Background: an optimization exercise with open tools, aiming at small area, a short achievable clock period and few clock cycles. Do not read the settings as production practice.

==> inputs of try-zinc <==
==> flow/design.v (excerpt) <==
module fft(
	rst_n,
	clk,
	data1,
	fft_go,
	fft_done,
	fft_res
);
	input rst_n;
	input clk;
	input signed [7:0] data1;
	input fft_go;
	output reg fft_done;
	output reg [15:0] fft_res;
	localparam [8:0] OUT0 = 9'd253;              
	localparam [8:0] LAST = OUT0 + 9'd127;       
	reg        run;
	reg  [8:0] cnt;
	always @(posedge clk or negedge rst_n)
		if (!rst_n) begin
			run <= 1'b0;
			cnt <= 9'd0;
		end else if (fft_go) begin
			run <= 1'b1;
			cnt <= 9'd1;
		end else if (run) begin
			cnt <= cnt + 9'd1;
			if (cnt == LAST)
				run <= 1'b0;
		end
	always @(posedge clk or negedge rst_n)
		if (!rst_n)
			fft_done <= 1'b0;
		else
			fft_done <= run & ~fft_go & (cnt >= OUT0 - 9'd1) & (cnt <= LAST - 9'd1);
	reg  bypA, bypB, bypC, modeA, modeB, modeC;
	reg  inj0, osel0, lo1, inj1, osel1, inj2, osel2;
	reg  [1:0] lo2;
	reg  inj3, osel3, inj4, osel4, inj5, osel5, inj6, osel6, sel6;
	reg  [5:0] tw3, tw4, tw5, tw6;
	wire [6:0] c7 = cnt[6:0];
	wire [6:0] pA = c7 - 7'd3;       
	wire [6:0] pB = c7 - 7'd66;
	wire [6:0] pC = c7 - 7'd96;
	wire [6:0] j0 = c7 - 7'd110, q0 = c7 - 7'd111;      
	wire [6:0] p1 = c7 - 7'd111, j1 = c7 - 7'd113, q1 = c7 - 7'd115;
	wire [6:0] p2 = c7 - 7'd115, j2 = c7 - 7'd117, q2 = c7 - 7'd121;
  ...
clock: 8.0 ns
lec_check: 0
cap_margin: 20
core_margin: 2
core_utilization: 40
cts_cluster_diameter: 60
cts_cluster_size: 30
setup_slack_margin: 5.0
slew_margin: 20
run.sh (not shown) runs the stock make flow with config.mk's settings and CLKGATE_MAP_FILE= SYNTH_SCRIPT=/design/flow/synth_recipe.tcl, a recipe that flattens the netlist after the stock synthesis.
==> inputs of try-fjord, as changes to try-zinc <==
--- a/flow/design.v
+++ b/flow/design.v
@@ -498,13 +498,14 @@
 	input             ineg,
 	input      [15:0] xin,
 	output     [15:0] xout
 );
 	localparam D = 1 << S;
-	localparam L = D + 2;
+	localparam L = D + 3;
 	reg  [16*L-1:0] sr;                  
-	wire [15:0] x1 = sr[16*L-1 -: 16];
+	reg  [15:0]     ar, br;
+	wire [15:0] x1 = sr[16*(D+1) +: 16];
 	wire [15:0] xr7 = {x1[15], x1[15:8], 7'd0};
 	wire [15:0] xi7 = {x1[7], x1[7:0], 7'd0};
 	wire [15:0] nrs = ~rs, nrc = ~rc, nis = ~is, nic = ~ic;
 	wire [15:0] ps1 = rs ^ rc ^ xr7;
 	wire [15:0] pc1 = {((rs & rc) | (rs & xr7) | (rc & xr7)), 1'b0};
@@ -522,19 +523,19 @@
 	wire [15:0] vc2 = {((vs1 & vc1) | ((vs1 | vc1) & vk)), 1'b0};
 	wire [15:0] p = ps1 + pc1;
 	wire [15:0] u = us2 + uc2;
 	wire [15:0] q = qs1 + qc1;
 	wire [15:0] v = vs2 + vc2;
-	wire [15:0] a = {p[15:8], ineg ? v[15:8] : q[15:8]};
-	wire [15:0] b = {u[15:8], ineg ? q[15:8] : v[15:8]};
 	integer k;
 	always @(posedge clk) begin
 		sr[15:0] <= xin;
 		for (k = 1; k < L; k = k + 1)
-			sr[16*k +: 16] <= (k == 2 && inj) ? b : sr[16*(k-1) +: 16];
+			sr[16*k +: 16] <= (k == 3 && inj) ? br : sr[16*(k-1) +: 16];
+		ar <= {p[15:8], ineg ? v[15:8] : q[15:8]};
+		br <= {u[15:8], ineg ? q[15:8] : v[15:8]};
 	end
-	assign xout = osel ? x1 : a;
+	assign xout = osel ? sr[16*L-1 -: 16] : ar;
 endmodule
 module bf_s0 (
 	input             clk,
 	input             inj,
 	input             osel,
@@ -669,21 +670,22 @@
 	input      [15:0] ic,
 	input      [15:0] xin,
 	output     [15:0] xout
 );
 	localparam D = 64;
-	localparam L = D + 2;
+	localparam L = D + 3;
 	reg  [8*L-1:0] re;               
 	reg  [8*L-1:0] im;
 	wire [7:0] a_last = re[8*62 +: 8];
 	wire [7:0] b_last = im[8*39 +: 8];
 	wire [7:0] c_last = im[8*51 +: 8];
 	wire [7:0] s_a = bypA ? din : a_last;
 	wire [7:0] s_b = bypB ? s_a : b_last;
 	assign dout = bypC ? s_b : c_last;
-	wire [7:0] x1r = re[8*L-1 -: 8];
-	wire [7:0] x1i = im[8*L-1 -: 8];
+	reg  [15:0] ar, br;              
+	wire [7:0] x1r = re[8*(D+1) +: 8];
+	wire [7:0] x1i = im[8*(D+1) +: 8];
 	wire [15:0] xr7 = {x1r[7], x1r, 7'd0};
 	wire [15:0] xi7 = {x1i[7], x1i, 7'd0};
 	wire [15:0] nrs = ~rs, nrc = ~rc, nis = ~is, nic = ~ic;
 	wire [15:0] ps1 = rs ^ rc ^ xr7;
 	wire [15:0] pc1 = {((rs & rc) | (rs & xr7) | (rc & xr7)), 1'b0};
@@ -704,13 +706,13 @@
 	integer k;
 	always @(posedge clk) begin
 		re[7:0] <= modeA ? (bypA ? a_last : din) : xin[15:8];
 		im[7:0] <= xin[7:0];
 		for (k = 1; k < L; k = k + 1) begin
-			if (k == 2 && inj) begin
-				re[8*k +: 8] <= u[15:8];
-				im[8*k +: 8] <= v[15:8];
+			if (k == 3 && inj) begin
+				re[8*k +: 8] <= br[15:8];
+				im[8*k +: 8] <= br[7:0];
 			end else begin
 				re[8*k +: 8] <= re[8*(k-1) +: 8];
 				if (k == 10 && modeB)
 					im[8*k +: 8] <= bypB ? b_last : s_a;
 				else if (k == 40 && modeC)
@@ -718,11 +720,15 @@
 				else
 					im[8*k +: 8] <= im[8*(k-1) +: 8];
 			end
 		end
 	end
-	assign xout = osel ? {x1r, x1i} : {p[15:8], q[15:8]};
+	always @(posedge clk) begin
+		ar <= {p[15:8], q[15:8]};
+		br <= {u[15:8], v[15:8]};
+	end
+	assign xout = osel ? {re[8*L-1 -: 8], im[8*L-1 -: 8]} : ar;
 endmodule
 module wnp (
 	input      [5:0]  address,
 	output reg [15:0] q
 );
@@ -807,11 +813,11 @@
 	input clk;
 	input signed [7:0] data1;
 	input fft_go;
 	output reg fft_done;
 	output reg [15:0] fft_res;
-	localparam [8:0] OUT0 = 9'd253;              
+	localparam [8:0] OUT0 = 9'd256;              
 	localparam [8:0] LAST = OUT0 + 9'd127;       
 	reg        run;
 	reg  [8:0] cnt;
 	always @(posedge clk or negedge rst_n)
 		if (!rst_n) begin
@@ -839,15 +845,15 @@
 	wire [6:0] pA = c7 - 7'd3;       
 	wire [6:0] pB = c7 - 7'd66;
 	wire [6:0] pC = c7 - 7'd96;
 	wire [6:0] j0 = c7 - 7'd110, q0 = c7 - 7'd111;      
 	wire [6:0] p1 = c7 - 7'd111, j1 = c7 - 7'd113, q1 = c7 - 7'd115;
-	wire [6:0] p2 = c7 - 7'd115, j2 = c7 - 7'd117, q2 = c7 - 7'd121;
-	wire [6:0] p3 = c7 - 7'd121, j3 = c7 - 7'd123, q3 = c7 - 7'd131;
-	wire [6:0] p4 = c7 - 7'd131, j4 = c7 - 7'd133, q4 = c7 - 7'd149;
-	wire [6:0] p5 = c7 - 7'd149, j5 = c7 - 7'd151, q5 = c7 - 7'd183;
-	wire [6:0] p6 = c7 - 7'd185, j6 = c7 - 7'd187, q6 = c7 - 7'd251;
+	wire [6:0] p2 = c7 - 7'd115, j2 = c7 - 7'd118, q2 = c7 - 7'd122;
+	wire [6:0] p3 = c7 - 7'd122, j3 = c7 - 7'd125, q3 = c7 - 7'd133;
+	wire [6:0] p4 = c7 - 7'd133, j4 = c7 - 7'd136, q4 = c7 - 7'd152;
+	wire [6:0] p5 = c7 - 7'd152, j5 = c7 - 7'd155, q5 = c7 - 7'd187;
+	wire [6:0] p6 = c7 - 7'd187, j6 = c7 - 7'd190, q6 = c7 - 7'd254;
 	always @(posedge clk) begin
 		bypA <= pA[6] & ~pA[0];
 		bypB <= pB[5] & ~pB[1];
 		bypC <= pC[4] & ~pC[2];
 		modeA <= cnt <= 9'd130;
@@ -858,13 +864,13 @@
 		lo2 <= p2[1:0]; inj2 <= j2[2];  osel2 <= q2[2];
 		tw3 <= {p3[2:0], 3'd0}; inj3 <= j3[3]; osel3 <= q3[3];
 		tw4 <= {p4[3:0], 2'd0}; inj4 <= j4[4]; osel4 <= q4[4];
 		tw5 <= {p5[4:0], 1'd0}; inj5 <= j5[5]; osel5 <= q5[5];
 		tw6 <= p6[5:0];
-		inj6 <= j6[6] & (cnt >= 9'd249);
+		inj6 <= j6[6] & (cnt >= 9'd251);
 		osel6 <= q6[6];
-		sel6 <= cnt >= 9'd249;
+		sel6 <= cnt >= 9'd250;
 	end
 	function automatic [8:0] mul127(input [7:0] x);
 		begin
 			if (x == 8'h80)
 				mul127 = 9'h181;                     
@@ -886,26 +892,21 @@
 	wire [7:0]  s_0;
 	wire [15:0] s_1, s_2, s_3, s_4, s_5, s_6;
 	wire [15:0] rsa, rca, isa, ica, rsb, rcb, isb, icb, rsc, rcc, isc, icc;
 	wire [15:0] rs2, rc2, is2, ic2;
 	wire        ineg2;
-	reg  [15:0] s_5a, s_5d;
 	bf_s0 st0(.clk(clk), .inj(inj0), .osel(osel0), .xin(sc), .r9(sc9), .xout(s_0));
 	bf_s1 st1(.clk(clk), .lo(lo1), .inj(inj1), .osel(osel1), .xin(s_0), .xout(s_1));
 	cmul2 mul2(.clk(clk), .x(s_1), .lo(lo2), .rs(rs2), .rc(rc2), .is(is2), .ic(ic2), .ineg(ineg2));
 	butterfly_ra2 #(.S(2)) st2(.clk(clk), .inj(inj2), .osel(osel2), .rs(rs2), .rc(rc2), .is(is2), .ic(ic2), .ineg(ineg2), .xin(s_1), .xout(s_2));
-	cmul mula(.clk(clk), .x(sel6 ? s_5d : s_2), .idx(sel6 ? tw6 : tw3), .rs(rsa), .rc(rca), .is(isa), .ic(ica));
+	cmul mula(.clk(clk), .x(sel6 ? s_5 : s_2), .idx(sel6 ? tw6 : tw3), .rs(rsa), .rc(rca), .is(isa), .ic(ica));
 	cmul mulb(.clk(clk), .x(s_3), .idx(tw4), .rs(rsb), .rc(rcb), .is(isb), .ic(icb));
 	cmul mulc(.clk(clk), .x(s_4), .idx(tw5), .rs(rsc), .rc(rcc), .is(isc), .ic(icc));
 	butterfly_ra2 #(.S(3)) st3(.clk(clk), .inj(inj3), .osel(osel3), .rs(rsa), .rc(rca), .is(isa), .ic(ica), .ineg(1'b0), .xin(s_2), .xout(s_3));
 	butterfly_ra2 #(.S(4)) st4(.clk(clk), .inj(inj4), .osel(osel4), .rs(rsb), .rc(rcb), .is(isb), .ic(icb), .ineg(1'b0), .xin(s_3), .xout(s_4));
 	butterfly_ra2 #(.S(5)) st5(.clk(clk), .inj(inj5), .osel(osel5), .rs(rsc), .rc(rcc), .is(isc), .ic(icc), .ineg(1'b0), .xin(s_4), .xout(s_5));
-	always @(posedge clk) begin
-		s_5a <= s_5;
-		s_5d <= s_5a;
-	end
 	ram128 st6(.clk(clk), .modeA(modeA), .modeB(modeB), .modeC(modeC),
 		.bypA(bypA), .bypB(bypB), .bypC(bypC), .din(din), .dout(sc_n),
-		.inj(inj6), .osel(osel6), .rs(rsa), .rc(rca), .is(isa), .ic(ica), .xin(s_5d), .xout(s_6));
+		.inj(inj6), .osel(osel6), .rs(rsa), .rc(rca), .is(isa), .ic(ica), .xin(s_5), .xout(s_6));
 	always @(posedge clk)
 		fft_res <= s_6;
 endmodule
==> run notes <==
status=timing/DRC/antenna clean; largest net degree at the start of global routing=54; worst-skew pair later-pin latency=just under 900 ps; DRT met1 WL=between 100,000 and 150,000 µm; Hold Crit Start=st5.sr[448]; worst reg2reg setup slack=4460 ps; Seq area share=between 40% and 50%; Non-clk invs=just over 900; layout cells sized above 1=around a fifth; antenna cells=15; Post-Place Cell Area=~110,000 µm²; wire per inst=between 15 and 20 µm; clock network area share=under 10%
-- figures above: try-zinc

==> run notes <==
worst reg2reg setup slack=4720 ps; largest net degree at the start of global routing=between 60 and 70; wire per inst=18.1 µm; antenna cells=14; status=timing/DRC/antenna clean; clock network area share=5.67%; layout cells sized above 1=approximately 17%
-- figures above: try-fjord

No run of this note included a check of the RTL's function; only the layout flow was run.

[re-timing with driven ports]
In the flow no input, the clock included, has a driving cell. The finished layouts below were timed again as built, in two steps. Step 1, drivers: a clkbuf_16 drives clk and a buf_2 each remaining input, both assumed. Step 2, shift: input delay + t, output delay - t, t = (earliest + latest rising clock arrival at the registers) / 2. This alone moves slack from input paths to output paths. Slacks: no drivers / after step 1 / after step 2; pairs: no drivers / after step 1.
| run | t, ns | setup WS [ns] | hold WS [ns] | clock arrival spread, ns | slew at the worst register clock pin (ns) |
|---|---|---|---|---|---|
| try-zinc | 0.924 | 4.457 / 4.457 / 4.457 | 0.282 / 0.282 / 0.282 | 0.081 / 0.082 | 0.11 / 0.11 |
| try-fjord | 0.967 | 4.716 / 4.716 / 4.716 | 0.268 / 0.268 / 0.268 | 0.104 / 0.104 | 0.11 / 0.11 |
After both steps setup and hold are still met in every run listed.
